Background: an optimization exercise with open tools, aiming at small area, a short achievable clock period and few clock cycles. Do not read the settings as production practice.
Only simulation tests tie the RTL to the original design; equivalence was not proved.
No activity file was given, so power comes from the tool's default toggle rates.

--- config.mk ---
export PLATFORM = sky130hd
export DESIGN_NAME = cpu8080
export DESIGN_NICKNAME = cpu8080
export VERILOG_FILES = /design/flow/design.v
export SDC_FILE = /design/flow/constraint.sdc
export NUM_CORES = 4
export LEC_CHECK = 0
export CAP_MARGIN = 20
export CORE_MARGIN = 2
export CORE_UTILIZATION = 40
export SLEW_MARGIN = 20
--- constraint.sdc ---
create_clock -name core_clock -period 7.0 [get_ports {clock}]
set_input_delay 1.4000 -clock core_clock [delete_from_list [all_inputs] [get_ports {clock}]]
set_output_delay 1.4000 -clock core_clock [all_outputs]
set_load 0.01 [all_outputs]
--- design.v ---
`timescale 1ns / 1ps
module alu(x, y, cin, op, res, cout);
   input  [7:0] x;
   input  [7:0] y;
   input        cin;
   input  [2:0] op;
   output [7:0] res;
   output       cout;
   reg    [7:0] res;
   wire         sub = (op == 3'd1);
   wire   [8:0] sum = {1'b0, x} + {1'b0, y ^ {8{sub}}} + {8'b0, cin ^ sub};
   assign cout = sum[8] ^ sub;
   always @(*)
      case (op)
         3'd0, 3'd1: res = sum[7:0];
         3'd2:       res = x & y;
         3'd3:       res = x ^ y;
         3'd4:       res = x | y;
         default:    res = y;
      endcase
endmodule
`timescale 1ns / 1ps
module cpu8080(addr, din, dout, readmem, writemem, readio, writeio, intr, inta,
               waitr, reset, clock);
   output [15:0] addr;
   input  [7:0]  din;
   output [7:0]  dout;
   output        readmem;
   output        writemem;
   output        readio;
   output        writeio;
   input         intr;
   output        inta;
   input         waitr;
   input         reset;
   input         clock;
   localparam B_NONE = 3'd0, B_MR = 3'd1, B_MW = 3'd2, B_IOR = 3'd3,
              B_IOW = 3'd4, B_F = 3'd5;
   localparam A_PC = 3'd0, A_SP = 3'd1, A_BC = 3'd2, A_DE = 3'd3, A_HL = 3'd4,
              A_WZ = 3'd5;
   localparam Y_REG = 3'd0, Y_Z = 3'd1, Y_W = 3'd2, Y_SPL = 3'd3, Y_SPH = 3'd4,
              Y_K = 3'd5;
   localparam D_REG = 3'd0, D_Z = 3'd1, D_FLAGS = 3'd2, D_PCL = 3'd3,
              D_PCH = 3'd4;
   localparam OP_ADD = 3'd0, OP_SUB = 3'd1, OP_AND = 3'd2, OP_XOR = 3'd3,
              OP_OR = 3'd4, OP_PASS = 3'd5;
   reg    [7:0]  ir;
   reg    [2:0]  step;       
   reg           intcyc;     
   reg           gap;        
   reg           take_q;     
   reg           ei;
   reg           eienb;
   reg           xs;         
   reg    [15:0] pc;
   reg    [15:0] sp;
   reg    [7:0]  W, Z;
   reg    [7:0]  rB, rC, rD, rE, rH, rL, rA;
   reg           fS, fZ, fAC, fP, fCY;
   function [2:0] rmap;
      input [2:0] i;
      input       s;
      rmap = (s && (i[2] ^ i[1])) ? {~i[2], ~i[1], i[0]} : i;
   endfunction
   function [7:0] rsel;
      input [2:0] p;
      case (p)
         3'd0: rsel = rB;
         3'd1: rsel = rC;
         3'd2: rsel = rD;
         3'd3: rsel = rE;
         3'd4: rsel = rH;
         3'd5: rsel = rL;
         default: rsel = rA;
      endcase
   endfunction
   wire [2:0] ddd = ir[5:3];
   wire [2:0] sss = ir[2:0];
   wire [1:0] rp  = ir[5:4];
   wire [15:0] bc = {rB, rC};
   wire [15:0] de = xs ? {rH, rL} : {rD, rE};
   wire [15:0] hl = xs ? {rD, rE} : {rH, rL};
   wire [7:0] flagbyte = {fS, fZ, 1'b0, fAC, 1'b0, fP, 1'b1, fCY};
   reg cond;
   always @(*)
      case (ddd)
         3'd0: cond = !fZ;
         3'd1: cond = fZ;
         3'd2: cond = !fCY;
         3'd3: cond = fCY;
         3'd4: cond = !fP;
         3'd5: cond = fP;
         3'd6: cond = !fS;
         default: cond = fS;
      endcase
   reg    [2:0]  bus;
   reg    [2:0]  asel;
   reg           idec;       
   reg    [2:0]  dsrc;
   reg    [2:0]  didx;
   reg           xz;         
   reg    [2:0]  xidx;
   reg    [2:0]  ysrc;
   reg    [2:0]  yidx;
   reg    [7:0]  ykon;
   reg    [2:0]  aop;
   reg           acin;
   reg           last;
   reg    [15:0] pc_n, sp_n;
   reg    [7:0]  W_n, Z_n;
   reg    [2:0]  step_n;
   reg           xs_n;
   reg           fS_n, fZ_n, fAC_n, fP_n, fCY_n;
   reg           we;         
   reg    [2:0]  widx;
   reg    [1:0]  wsrc;       
   reg           pwe;        
   reg    [1:0]  pidx;
   reg    [15:0] abus;
   always @(*)
      case (asel)
         A_SP:    abus = sp;
         A_BC:    abus = bc;
         A_DE:    abus = de;
         A_HL:    abus = hl;
         A_WZ:    abus = {W, Z};
         default: abus = pc;
      endcase
   wire [15:0] idu  = abus + (idec ? 16'hffff : 16'h0001);
   wire [15:0] spm2 = {sp[15:1] - 15'd1, sp[0]};
   wire [7:0] rX = rsel(rmap(xidx, xs));
   wire [7:0] rY = rsel(rmap(yidx, xs));
   wire [7:0] rD_ = rsel(rmap(didx, xs));
   reg  [7:0] aY;
   always @(*)
      case (ysrc)
         Y_Z:     aY = Z;
         Y_W:     aY = W;
         Y_SPL:   aY = sp[7:0];
         Y_SPH:   aY = sp[15:8];
         Y_K:     aY = ykon;
         default: aY = rY;
      endcase
   wire [7:0] aX = xz ? Z : rX;
   wire [7:0] ares;
   wire       acout;
   alu alu(.x(aX), .y(aY), .cin(acin), .op(aop), .res(ares), .cout(acout));
   wire aS = ares[7];
   wire aZ = ~|ares;
   wire aP = ~^ares;
   reg  [7:0] dbus;
   always @(*)
      case (dsrc)
         D_Z:     dbus = Z;
         D_FLAGS: dbus = flagbyte;
         D_PCL:   dbus = pc[7:0];
         D_PCH:   dbus = pc[15:8];
         default: dbus = rD_;
      endcase
   wire ackwait = intcyc && (bus == B_MR) && !gap;
   wire rdop = (bus == B_MR) || (bus == B_F);
   assign readmem  = (rdop && !(bus == B_F ? take_q : intcyc));
   assign inta     = rdop && (bus == B_F ? take_q : intcyc) && !ackwait;
   assign writemem = (bus == B_MW);
   assign readio   = (bus == B_IOR);
   assign writeio  = (bus == B_IOW);
   assign addr     = abus;
   assign dout     = dbus;
   wire busy  = readmem || writemem || readio || writeio || inta;
   wire stall = waitr && busy;
   wire [2:0] grpop = ir[5:3];
   wire din_push = (din[7:6] == 2'b11) && (din[3:0] == 4'b0101);
   wire din_rst  = (din[7:6] == 2'b11) && (din[2:0] == 3'b111);
   wire din_di   = (din == 8'hf3);
   wire din_ei   = (din == 8'hfb);
   reg  [7:0] ir_n;
   reg        intcyc_n, ei_n, eienb_n;
   always @(*) begin
      bus = B_NONE; asel = A_PC; idec = 1'b0;
      dsrc = D_REG; didx = 3'd7;
      xz = 1'b0; xidx = 3'd7; ysrc = Y_REG; yidx = sss; ykon = 8'h00;
      aop = OP_PASS; acin = 1'b0;
      last = 1'b0;
      pc_n = pc; sp_n = sp; W_n = W; Z_n = Z;
      step_n = step + 3'd1;
      xs_n = xs;
      fS_n = fS; fZ_n = fZ; fAC_n = fAC; fP_n = fP; fCY_n = fCY;
      we = 1'b0; widx = ddd; wsrc = 2'd0;
      pwe = 1'b0; pidx = rp;
      ir_n = ir; intcyc_n = intcyc; ei_n = ei; eienb_n = eienb;
      if (step == 3'd0) begin
         step_n = 3'd1;
      end else case (ir[7:6])
      2'b00: case (sss)
         3'b000: last = 1'b1;  
         3'b001: if (!ir[3]) begin  
            case (step)
               3'd1, 3'd2: begin
                  bus = B_MR; asel = A_PC;
                  if (!intcyc) pc_n = idu;
                  if (rp == 2'b11) begin
                     if (step == 3'd1) sp_n[7:0] = din;
                     else sp_n[15:8] = din;
                  end else begin
                     we = 1'b1; wsrc = 2'd1;
                     widx = {rp, (step == 3'd1)};
                  end
               end
               default: last = 1'b1;
            endcase
         end else begin  
            xidx = (step == 3'd1) ? 3'd5 : 3'd4;
            aop = OP_ADD;
            acin = (step == 3'd1) ? 1'b0 : fCY;
            if (rp == 2'b11) ysrc = (step == 3'd1) ? Y_SPL : Y_SPH;
            else yidx = {rp, (step == 3'd1)};
            we = 1'b1; widx = xidx;
            fCY_n = acout;
            if (step != 3'd1) last = 1'b1;
         end
         3'b010: case (ddd)
            3'd0, 3'd2:  
               if (step == 3'd1) begin
                  bus = B_MW; asel = ddd[1] ? A_DE : A_BC;
                  dsrc = D_REG; didx = 3'd7;
               end else last = 1'b1;
            3'd1, 3'd3:  
               if (step == 3'd1) begin
                  bus = B_MR; asel = ddd[1] ? A_DE : A_BC;
                  we = 1'b1; widx = 3'd7; wsrc = 2'd1;
               end else last = 1'b1;
            default:  
               case (step)
                  3'd1: begin
                     bus = B_MR; asel = A_PC;
                     if (!intcyc) pc_n = idu;
                     Z_n = din;
                  end
                  3'd2: begin
                     bus = B_MR; asel = A_PC;
                     if (!intcyc) pc_n = idu;
                     W_n = din;
                  end
                  3'd3: begin
                     asel = A_WZ;
                     {W_n, Z_n} = idu;
                     if (ddd[0]) begin  
                        bus = B_MR;
                        we = 1'b1; wsrc = 2'd1;
                        widx = ddd[1] ? 3'd7 : 3'd5;
                     end else begin
                        bus = B_MW;
                        dsrc = D_REG; didx = ddd[1] ? 3'd7 : 3'd5;
                     end
                     if (ddd[1]) step_n = 3'd5;
                  end
                  3'd4: begin
                     asel = A_WZ;
                     if (ddd[0]) begin
                        bus = B_MR;
                        we = 1'b1; wsrc = 2'd1; widx = 3'd4;
                     end else begin
                        bus = B_MW;
                        dsrc = D_REG; didx = 3'd4;
                     end
                  end
                  default: last = 1'b1;
               endcase
         endcase
         3'b011:  
            if (step == 3'd1) begin
               idec = ir[3];
               case (rp)
                  2'd0: asel = A_BC;
                  2'd1: asel = A_DE;
                  2'd2: asel = A_HL;
                  default: asel = A_SP;
               endcase
               if (rp == 2'b11) sp_n = idu;
               else pwe = 1'b1;
            end else last = 1'b1;
         3'b100, 3'b101:  
            if (ddd != 3'd6) begin
               xidx = ddd; ysrc = Y_K; ykon = 8'h00; acin = 1'b1;
               aop = ir[0] ? OP_SUB : OP_ADD;
               we = 1'b1; widx = ddd;
               fS_n = aS; fZ_n = aZ; fP_n = aP; fAC_n = 1'b0;
               last = 1'b1;
            end else case (step)
               3'd1: begin
                  bus = B_MR; asel = A_HL;
                  Z_n = din;
               end
               3'd2: begin
                  xz = 1'b1; ysrc = Y_K; ykon = 8'h00; acin = 1'b1;
                  aop = ir[0] ? OP_SUB : OP_ADD;
                  Z_n = ares;
                  fS_n = aS; fZ_n = aZ; fP_n = aP; fAC_n = 1'b0;
               end
               3'd3: begin
                  bus = B_MW; asel = A_HL; dsrc = D_Z;
               end
               default: last = 1'b1;
            endcase
         3'b110:  
            if (ddd != 3'd6) begin
               if (step == 3'd1) begin
                  bus = B_MR; asel = A_PC;
                  if (!intcyc) pc_n = idu;
                  we = 1'b1; wsrc = 2'd1; widx = ddd;
               end else last = 1'b1;
            end else case (step)
               3'd1: begin
                  bus = B_MR; asel = A_PC;
                  if (!intcyc) pc_n = idu;
                  Z_n = din;
               end
               3'd2: begin
                  bus = B_MW; asel = A_HL; dsrc = D_Z;
               end
               default: last = 1'b1;
            endcase
         default: case (ddd)  
            3'd0: begin  
               fCY_n = rA[7]; xidx = 3'd7; ysrc = Y_K; ykon = {rA[6:0], rA[7]};
               we = 1'b1; widx = 3'd7; last = 1'b1;
            end
            3'd1: begin  
               fCY_n = rA[0]; ysrc = Y_K; ykon = {rA[0], rA[7:1]};
               we = 1'b1; widx = 3'd7; last = 1'b1;
            end
            3'd2: begin  
               fCY_n = rA[7]; ysrc = Y_K; ykon = {rA[6:0], fCY};
               we = 1'b1; widx = 3'd7; last = 1'b1;
            end
            3'd3: begin  
               fCY_n = rA[0]; ysrc = Y_K; ykon = {fCY, rA[7:1]};
               we = 1'b1; widx = 3'd7; last = 1'b1;
            end
            3'd4: begin  
               xidx = 3'd7; ysrc = Y_K; aop = OP_ADD; acin = 1'b0;
               widx = 3'd7;
               if (step == 3'd1) begin
                  ykon = 8'h06;
                  if (rA[3:0] > 4'd9 || fAC) begin
                     we = 1'b1; fAC_n = acout;
                  end
               end else begin
                  ykon = 8'h60;
                  if (rA[7:4] > 4'd9 || fCY) begin
                     we = 1'b1; fCY_n = acout;
                  end
                  last = 1'b1;
               end
            end
            3'd5: begin  
               ysrc = Y_K; ykon = ~rA;
               we = 1'b1; widx = 3'd7; last = 1'b1;
            end
            3'd6: begin  
               fCY_n = 1'b1; last = 1'b1;
            end
            default: begin  
               fCY_n = !fCY; last = 1'b1;
            end
         endcase
      endcase
      2'b01:
         if (ir[5:0] == 6'b110110) begin  
            if (step == 3'd1) begin
               if (!(intr && ei)) step_n = 3'd1;
            end else last = 1'b1;
         end else if (sss == 3'd6) begin  
            if (step == 3'd1) begin
               bus = B_MR; asel = A_HL;
               we = 1'b1; wsrc = 2'd1; widx = ddd;
            end else last = 1'b1;
         end else if (ddd == 3'd6) begin  
            if (step == 3'd1) begin
               bus = B_MW; asel = A_HL; dsrc = D_REG; didx = sss;
            end else last = 1'b1;
         end else begin  
            yidx = sss; aop = OP_PASS;
            we = 1'b1; widx = ddd;
            last = 1'b1;
         end
      2'b10:  
         if (sss == 3'd6 && step == 3'd1) begin
            bus = B_MR; asel = A_HL;
            Z_n = din;
         end else begin
            xidx = 3'd7;
            ysrc = (sss == 3'd6) ? Y_Z : Y_REG; yidx = sss;
            case (grpop)
               3'd0: begin aop = OP_ADD; acin = 1'b0; end
               3'd1: begin aop = OP_ADD; acin = fCY; end
               3'd2: begin aop = OP_SUB; acin = 1'b0; end
               3'd3: begin aop = OP_SUB; acin = fCY; end
               3'd4: aop = OP_AND;
               3'd5: aop = OP_XOR;
               3'd6: aop = OP_OR;
               default: begin aop = OP_SUB; acin = 1'b0; end
            endcase
            we = (grpop != 3'd7); widx = 3'd7;
            fS_n = aS; fZ_n = aZ; fP_n = aP; fAC_n = 1'b0;
            fCY_n = (grpop[2] && grpop != 3'd7) ? 1'b0 : acout;
            last = 1'b1;
         end
      default: case (sss)  
         3'b000, 3'b001:  
            if (sss == 3'b001 && ir[3] && rp[1]) begin  
               if (step == 3'd1) begin
                  if (rp[0]) sp_n = hl;
                  else pc_n = hl;
               end else last = 1'b1;
            end else if (sss == 3'b001 && !ir[3]) begin  
               case (step)
                  3'd1: begin
                     bus = B_MR; asel = A_SP; sp_n = idu;
                     if (rp == 2'b11) begin
                        fS_n = din[7]; fZ_n = din[6]; fAC_n = din[4];
                        fP_n = din[2]; fCY_n = din[0];
                     end else begin
                        we = 1'b1; wsrc = 2'd1; widx = {rp, 1'b1};
                     end
                  end
                  3'd2: begin
                     bus = B_MR; asel = A_SP; sp_n = idu;
                     we = 1'b1; wsrc = 2'd1;
                     widx = (rp == 2'b11) ? 3'd7 : {rp, 1'b0};
                  end
                  default: last = 1'b1;
               endcase
            end else begin  
               case (step)
                  3'd1: if (sss == 3'b001 || cond) begin
                     bus = B_MR; asel = A_SP; sp_n = idu;
                     Z_n = din;
                  end else last = 1'b1;
                  3'd2: begin
                     bus = B_MR; asel = A_SP; sp_n = idu;
                     pc_n = {din, Z};
                  end
                  default: last = 1'b1;
               endcase
            end
         3'b010:  
            case (step)
               3'd1: begin
                  bus = B_MR; asel = A_PC;
                  if (!intcyc) pc_n = idu;
                  Z_n = din;
               end
               3'd2: begin
                  bus = B_MR; asel = A_PC;
                  if (cond) pc_n = {din, Z};
                  else if (!intcyc) pc_n = idu;
               end
               default: last = 1'b1;
            endcase
         3'b011: case (ddd)
            3'd0, 3'd1:  
               case (step)
                  3'd1: begin
                     bus = B_MR; asel = A_PC;
                     if (!intcyc) pc_n = idu;
                     Z_n = din;
                  end
                  3'd2: begin
                     bus = B_MR; asel = A_PC;
                     pc_n = {din, Z};
                  end
                  default: last = 1'b1;
               endcase
            3'd2, 3'd3:  
               case (step)
                  3'd1: begin
                     bus = B_MR; asel = A_PC;
                     if (!intcyc) pc_n = idu;
                     Z_n = din;
                  end
                  3'd2: begin
                     asel = A_WZ;
                     if (ddd[0]) begin
                        bus = B_IOR;
                        we = 1'b1; wsrc = 2'd1; widx = 3'd7;
                     end else begin
                        bus = B_IOW; dsrc = D_REG; didx = 3'd7;
                     end
                  end
                  default: last = 1'b1;
               endcase
            3'd4:  
               case (step)
                  3'd1: begin
                     bus = B_MR; asel = A_SP; sp_n = idu;
                     Z_n = din;
                  end
                  3'd2: begin
                     bus = B_MR; asel = A_SP; idec = 1'b1; sp_n = idu;
                     W_n = din;
                  end
                  3'd3: begin
                     bus = B_MW; asel = A_SP; sp_n = idu;
                     dsrc = D_REG; didx = 3'd5;
                     ysrc = Y_Z; aop = OP_PASS;
                     we = 1'b1; widx = 3'd5;
                  end
                  3'd4: begin
                     bus = B_MW; asel = A_SP; idec = 1'b1; sp_n = idu;
                     dsrc = D_REG; didx = 3'd4;
                     ysrc = Y_W; aop = OP_PASS;
                     we = 1'b1; widx = 3'd4;
                  end
                  default: last = 1'b1;
               endcase
            3'd5: begin  
               xs_n = !xs; last = 1'b1;
            end
            default: last = 1'b1;  
         endcase
         3'b100, 3'b101:  
            if (sss == 3'b101 && !ir[3]) begin  
               case (step)
                  3'd1: begin
                     bus = B_MW; asel = A_SP; sp_n = idu;
                     if (rp == 2'b11) dsrc = D_FLAGS;
                     else begin dsrc = D_REG; didx = {rp, 1'b1}; end
                  end
                  3'd2: begin
                     bus = B_MW; asel = A_SP; idec = 1'b1; sp_n = idu;
                     dsrc = D_REG;
                     didx = (rp == 2'b11) ? 3'd7 : {rp, 1'b0};
                  end
                  default: last = 1'b1;
               endcase
            end else begin  
               case (step)
                  3'd1: begin
                     bus = B_MR; asel = A_PC;
                     if (!intcyc) pc_n = idu;
                     Z_n = din;
                  end
                  3'd2: begin
                     bus = B_MR; asel = A_PC;
                     if (!intcyc) pc_n = idu;
                     W_n = din;
                     if (sss == 3'b101 || cond) sp_n = spm2;
                     else step_n = 3'd5;
                  end
                  3'd3: begin
                     bus = B_MW; asel = A_SP; sp_n = idu;
                     dsrc = D_PCL;
                  end
                  3'd4: begin
                     bus = B_MW; asel = A_SP; idec = 1'b1; sp_n = idu;
                     dsrc = D_PCH;
                     pc_n = {W, Z};
                  end
                  default: last = 1'b1;
               endcase
            end
         3'b110:  
            if (step == 3'd1) begin
               bus = B_MR; asel = A_PC;
               if (!intcyc) pc_n = idu;
               Z_n = din;
            end else begin
               xidx = 3'd7; ysrc = Y_Z;
               case (grpop)
                  3'd0: begin aop = OP_ADD; acin = 1'b0; end
                  3'd1: begin aop = OP_ADD; acin = fCY; end
                  3'd2: begin aop = OP_SUB; acin = 1'b0; end
                  3'd3: begin aop = OP_SUB; acin = fCY; end
                  3'd4: aop = OP_AND;
                  3'd5: aop = OP_XOR;
                  3'd6: aop = OP_OR;
                  default: begin aop = OP_SUB; acin = 1'b0; end
               endcase
               we = (grpop != 3'd7); widx = 3'd7;
               fS_n = aS; fZ_n = aZ; fP_n = aP; fAC_n = 1'b0;
               fCY_n = (grpop[2] && grpop != 3'd7) ? 1'b0 : acout;
               last = 1'b1;
            end
         default:  
            case (step)
               3'd1: begin
                  bus = B_MW; asel = A_SP; sp_n = idu;
                  dsrc = D_PCL;
               end
               3'd2: begin
                  bus = B_MW; asel = A_SP; idec = 1'b1; sp_n = idu;
                  dsrc = D_PCH;
                  pc_n = {10'b0, ddd, 3'b000};
               end
               default: last = 1'b1;
            endcase
      endcase
      endcase
      if (last) begin
         bus = B_F; asel = A_PC; idec = 1'b0;
         ir_n = din; step_n = 3'd1; intcyc_n = take_q;
         if (!take_q) pc_n = idu;
         if (din_push || din_rst) sp_n = spm2;
         ei_n = (eienb || (ei && !take_q)) && !din_di;
         eienb_n = din_ei;
      end
   end
   wire [2:0] wphys = rmap(widx, xs);
   wire [7:0] wdata = wsrc[0] ? din : ares;
   wire [1:0] pphys = (xs && (pidx == 2'd1 || pidx == 2'd2)) ? ~pidx : pidx;
   always @(posedge clock) begin
      if (reset) begin
         step   <= 3'd0;
         ir     <= 8'h00;
         pc     <= 16'h0000;
         intcyc <= 1'b0;
         gap    <= 1'b0;
         take_q <= 1'b0;
         ei     <= 1'b1;
         eienb  <= 1'b0;
         xs     <= 1'b0;
      end else if (!stall) begin
         if (ackwait) gap <= 1'b1;
         else begin
            gap    <= 1'b0;
            take_q <= intr && ei_n;
            ir     <= ir_n;
            step   <= step_n;
            intcyc <= intcyc_n;
            ei     <= ei_n;
            eienb  <= eienb_n;
            xs     <= xs_n;
            pc     <= pc_n;
            sp     <= sp_n;
            W      <= W_n;
            Z      <= Z_n;
            fS     <= fS_n;
            fZ     <= fZ_n;
            fAC    <= fAC_n;
            fP     <= fP_n;
            fCY    <= fCY_n;
            if (we)
               case (wphys)
                  3'd0: rB <= wdata;
                  3'd1: rC <= wdata;
                  3'd2: rD <= wdata;
                  3'd3: rE <= wdata;
                  3'd4: rH <= wdata;
                  3'd5: rL <= wdata;
                  3'd7: rA <= wdata;
                  default: ;
               endcase
            if (pwe)
               case (pphys)
                  2'd0: {rB, rC} <= idu;
                  2'd1: {rD, rE} <= idu;
                  default: {rH, rL} <= idu;
               endcase
         end
      end
   end
endmodule
--- run.sh ---
#!/bin/bash
# synth_recipe.tcl (not shown) runs the flow's synth.tcl, then flattens the netlist and writes it again
# the make line also repeats each setting of config.mk as NAME=value (left out here)
make -C /OpenROAD-flow-scripts/flow DESIGN_CONFIG=/design/flow/config.mk WORK_HOME=/design/flow/orfs CLKGATE_MAP_FILE= SYNTH_SCRIPT=/design/flow/synth_recipe.tcl finish
==> summary.txt <==
Max Fclk around 150 MHz; Synth-to-Final Area Change 14.1%; DRT Pass-1 Iters 10; clock tree buffer depth 2; Power, Total about 14 mW; Syn. warnings 2; worst vdd ir 0.000444 V; largest net degree at the start of global routing 49; Crit path largest cell delay around 0.66 ns; Non-Filler Instances between 3000 and 4000; Buffers on Ports 40; Final Hold Viols 0; Post-synth EDFFs 93; worst setup margin about 0.16 ns; Hold Path Cell Cnt 2; root buffer cell clkbuf_16; RSZ-0062 raised after global routing yes; layout cell share with drive strength beyond 1 0.129; Slew HR 0.156; Critical Path RT around 5.6 ns; Iteration-0 DRC Markers 6017; CTS tree yes; arrival time at the worst endpoint roughly 5.4 ns; wire per inst 38.4 microns; Tmin final around 6.8 ns; HPWL after detailed placement roughly 100000 microns; FF+latch count, synth 126; total wire length roughly 140000 microns; pre-CTS WS between 0.15 and 0.2 ns; hold path startpoint eienb; initial antenna violation count 9; TritonCTS Sinks 126; Critical R2R Launch ir[2]; worst hold path endpoint eienb; Worst R2R Setup Slack around 0.17 ns; Final Max Slew Viols 0; TNS Setup 0 ns; run status timing/DRC/antenna clean; total gr overflow 0; GRT Util Overall 0.518; synthesized instance count approximately 3000; Avg Synthesized Cell Area approximately 6.8 sq um; full die area around 52000 sq um; Die Wd about 230 microns; power density cells between 600 and 700 nW/um^2; die height between 200 and 250 microns; RR Endpoint pc[8]; global-route wire length before repair between 150000 and 200000 microns; # hold bufs at CTS 0; worst slew pin tran 1.23 ns; Via density 7.75; CP Cell Sequence buf_4, and2b_1, nand3_1, buf_12, nor2_1, a32oi_1, o21ai_0, o21a_1, and2_1, a22oi_1, nor2_1, nor3_1, nor2_1, clkdlybuf4s50_1; largest fanout on the critical path 30; row count 82; nets@finish between 3000 and 4000; CP bufs+invs 3; CP Launch Type flip-flop; crit path kind reg -> out; Max stage delay cell, worst path clkdlybuf4s50_1; CTS H-tree lvls 4; filler cell count ~5200; synthesized area approximately 20000 sq um; Tcrit/Tclk final 0.977; Hold Path Class reg -> reg; async set-reset flop share out of synthesis 0; placed insts between 3000 and 4000; Core ar. ~50000 sq um; Num CTS Buffers 17; worst r2r path cells 24; final setup fails 0; delay-heaviest family, CP simple AND/OR/NAND/NOR gates; most frequent CP cell nor2_1; worst skew pair latency about 0.52 ns; via count ~28000; skew final between 0.015 and 0.02 ns; Antenna Violating Nets Remaining 0; Reg clk slew, reported paths around 0.07 ns; Distinct cells, synth approximately 100; CP endpoint kind output port; Mapped Nets 3018; GPL Wtd Cong approximately 1.2; vias in the first global route 25842; Initial Utilization 0.404; I/O Pins 41; Post-route DRC 0; maxcap violations 0; prevailing post-synth register cell edfxtp_1; sequential area share after synthesis 0.171; LEAKAGE 8.49 nW
## where the power goes
part	switching, mW	leakage [nW]	internal (mW)
Sequential	0.836	1.15	1.26
Combinational	7.48	7.03	3.58
Clock	0.507	0.301	0.517
## registers in the layout, indices dropped and copies added, names as in the netlist, 3 cells and up
register,flops
rC,8
pc,16
ir,8
rL,8
rB,8
rE,8
sp,16
rD,8
rA,8
step,3
rH,8
W,8
Z,8
## synth_stat cells (20+ instances only)
library cell / count / area (sq um)
o211ai_1: 49 / 368
nand4_1: 20 / 125
o22ai_1: 34 / 213
nor2_1: 298 / 1120
buf_1: 28 / 105
nand3_1: 74 / 370
o21ai_0: 327 / 1640
a211oi_1: 44 / 330
edfxtp_1: 93 / 2790
a221oi_1: 80 / 701
nor3_1: 78 / 390
o21a_1: 20 / 150
a21o_1: 37 / 278
a31oi_1: 52 / 325
dfxtp_1: 33 / 661
ha_1: 52 / 651
mux2i_1: 116 / 1160
nor2b_1: 20 / 125
and2_1: 21 / 131
nand2_1: 317 / 1190
inv_1: 73 / 274
and3_1: 23 / 144
a22oi_1: 47 / 353
o31ai_1: 27 / 203
a21oi_1: 287 / 1440
buf_2: 42 / 210
xnor2_1: 25 / 219
clkbuf_1: 217 / 815
mux2_2: 24 / 270
o221ai_1: 48 / 420
nand2b_1: 22 / 138
## tightest hold or removal path: stages (launching register included)
cell and delay [ns]:
dfxtp_1 0.31, o21ai_0 0.07, a21oi_1 0.06
## how the worst max path moves through the flow
stage | startpoint | to | slack (ns) | depth (start not counted)
5_1_grt | ir[7] | fP | -0.03 | 30
2_1_floorplan | step[2] | sp[10] | 0.73 | 29
3_5_place_dp | step[0] | sp[14] | 0.19 | 27
6_report | ir[0] | dout[5] | 0.16 | 14
4_1_cts | step[0] | sp[12] | 0.14 | 25
3_3_place_gp | step[1] | sp[14] | 0.26 | 27
## layout make-up
| class | instances | area [sq um] | area share |
|---|---|---|---|
| Clock inverter | 15 | 189 | 0.00819 |
| Antenna cell | 11 | 27.5 | 0.00119 |
| Inverter | 76 | 285 | 0.0124 |
| Sequential cell | 126 | 3460 | 0.150 |
| Tap cell | 672 | 841 | 0.0365 |
| Clock buffer | 17 | 425 | 0.0184 |
| Timing Repair Buffer | 291 | 2330 | 0.101 |
| Multi-Input combinational cell | 2457 | 15500 | 0.672 |
## cells in the final DEF (no fill, tap or decap), types with 21 or more instances in the layout
cell / count
a211oi_1: 44
a21o_1: 37
a21oi_1: 285
a221oi_1: 80
a22oi_1: 47
a31oi_1: 52
and2_1: 21
and3_1: 23
buf_4: 246
clkdlybuf4s50_1: 40
dfxtp_1: 29
edfxtp_1: 93
ha_1: 51
inv_1: 72
mux2_2: 24
mux2i_1: 115
nand2_1: 317
nand3_1: 74
nor2_1: 297
nor3_1: 75
o211ai_1: 49
o21ai_0: 325
o221ai_1: 48
o22ai_1: 34
o31ai_1: 25
xnor2_1: 24
## repair_timing
item | in CTS | in global routing
resized for setup | 0 | 16
buffers inserted | 0 | 2
endpoints found under the hold margin | 0 | 0
endpoints found under the setup margin | 0 | 45
## per-stage QoR
step	cell area [sq um]	util	hold WS [ns]
after floorplan	20200	-	0.448
after global placement	22300	0.446	0.459
after detailed placement	22300	0.446	0.466
after CTS	22900	0.458	0.476
after global routing	23000	0.461	0.534
final	23100	0.461	0.479
## layer usage
layer  part of all wire  wire [microns]  global-route usage  vias up
met4              0.087           12300               0.356        2
met5            0.00023              32                   0        -
met3               0.17           23600               0.235      779
li1                   -               -                   -    11344
met2               0.39           54400               0.709     2897
met1               0.36           50600               0.643    13376
## kinds of logic (layout without fill, tap and decap cells)
| family | after synthesis | in the layout | share of synthesized area |
|---|---|---|---|
| fa+ha+maj | 55 | 55 | 0.0352 |
| buf+inv | 368 | 399 | 0.0719 |
| compound gates | 1284 | 1284 | 0.423 |
| flops | 126 | 126 | 0.171 |
| simple gates | 941 | 941 | 0.211 |
| other cells | 0 | 11 | 0 |
| mux | 141 | 141 | 0.0720 |
| xor+xnor | 36 | 36 | 0.0164 |
Testbench counts, summed over its fixed seeds: cycles 198,545.

re-timing with driven ports:
The results above use ideal ports. As a check the final layout listed here was re-extracted and re-timed, cells and wires unchanged. Step 1 sets driving cells, clkbuf_16 on the clock port and buf_2 on the other inputs (assumed; they add their load-dependent delay and slew). Step 2, shift: input delay + t, output delay - t, t = (earliest + latest rising clock arrival at the registers) / 2. This alone moves slack from input paths to output paths. a / b / c = ideal / step 1 / step 2; a / b = the first two.
t, ns: 0.577
setup slack, ns: 0.161 / 0.094 / 0.167
worst slew at a driven data input, ns: 0.04
After both steps this run still meets setup and hold. For this run, drivers alone change the setup slack by -0.067 ns; drivers and shift together by +0.006 ns.
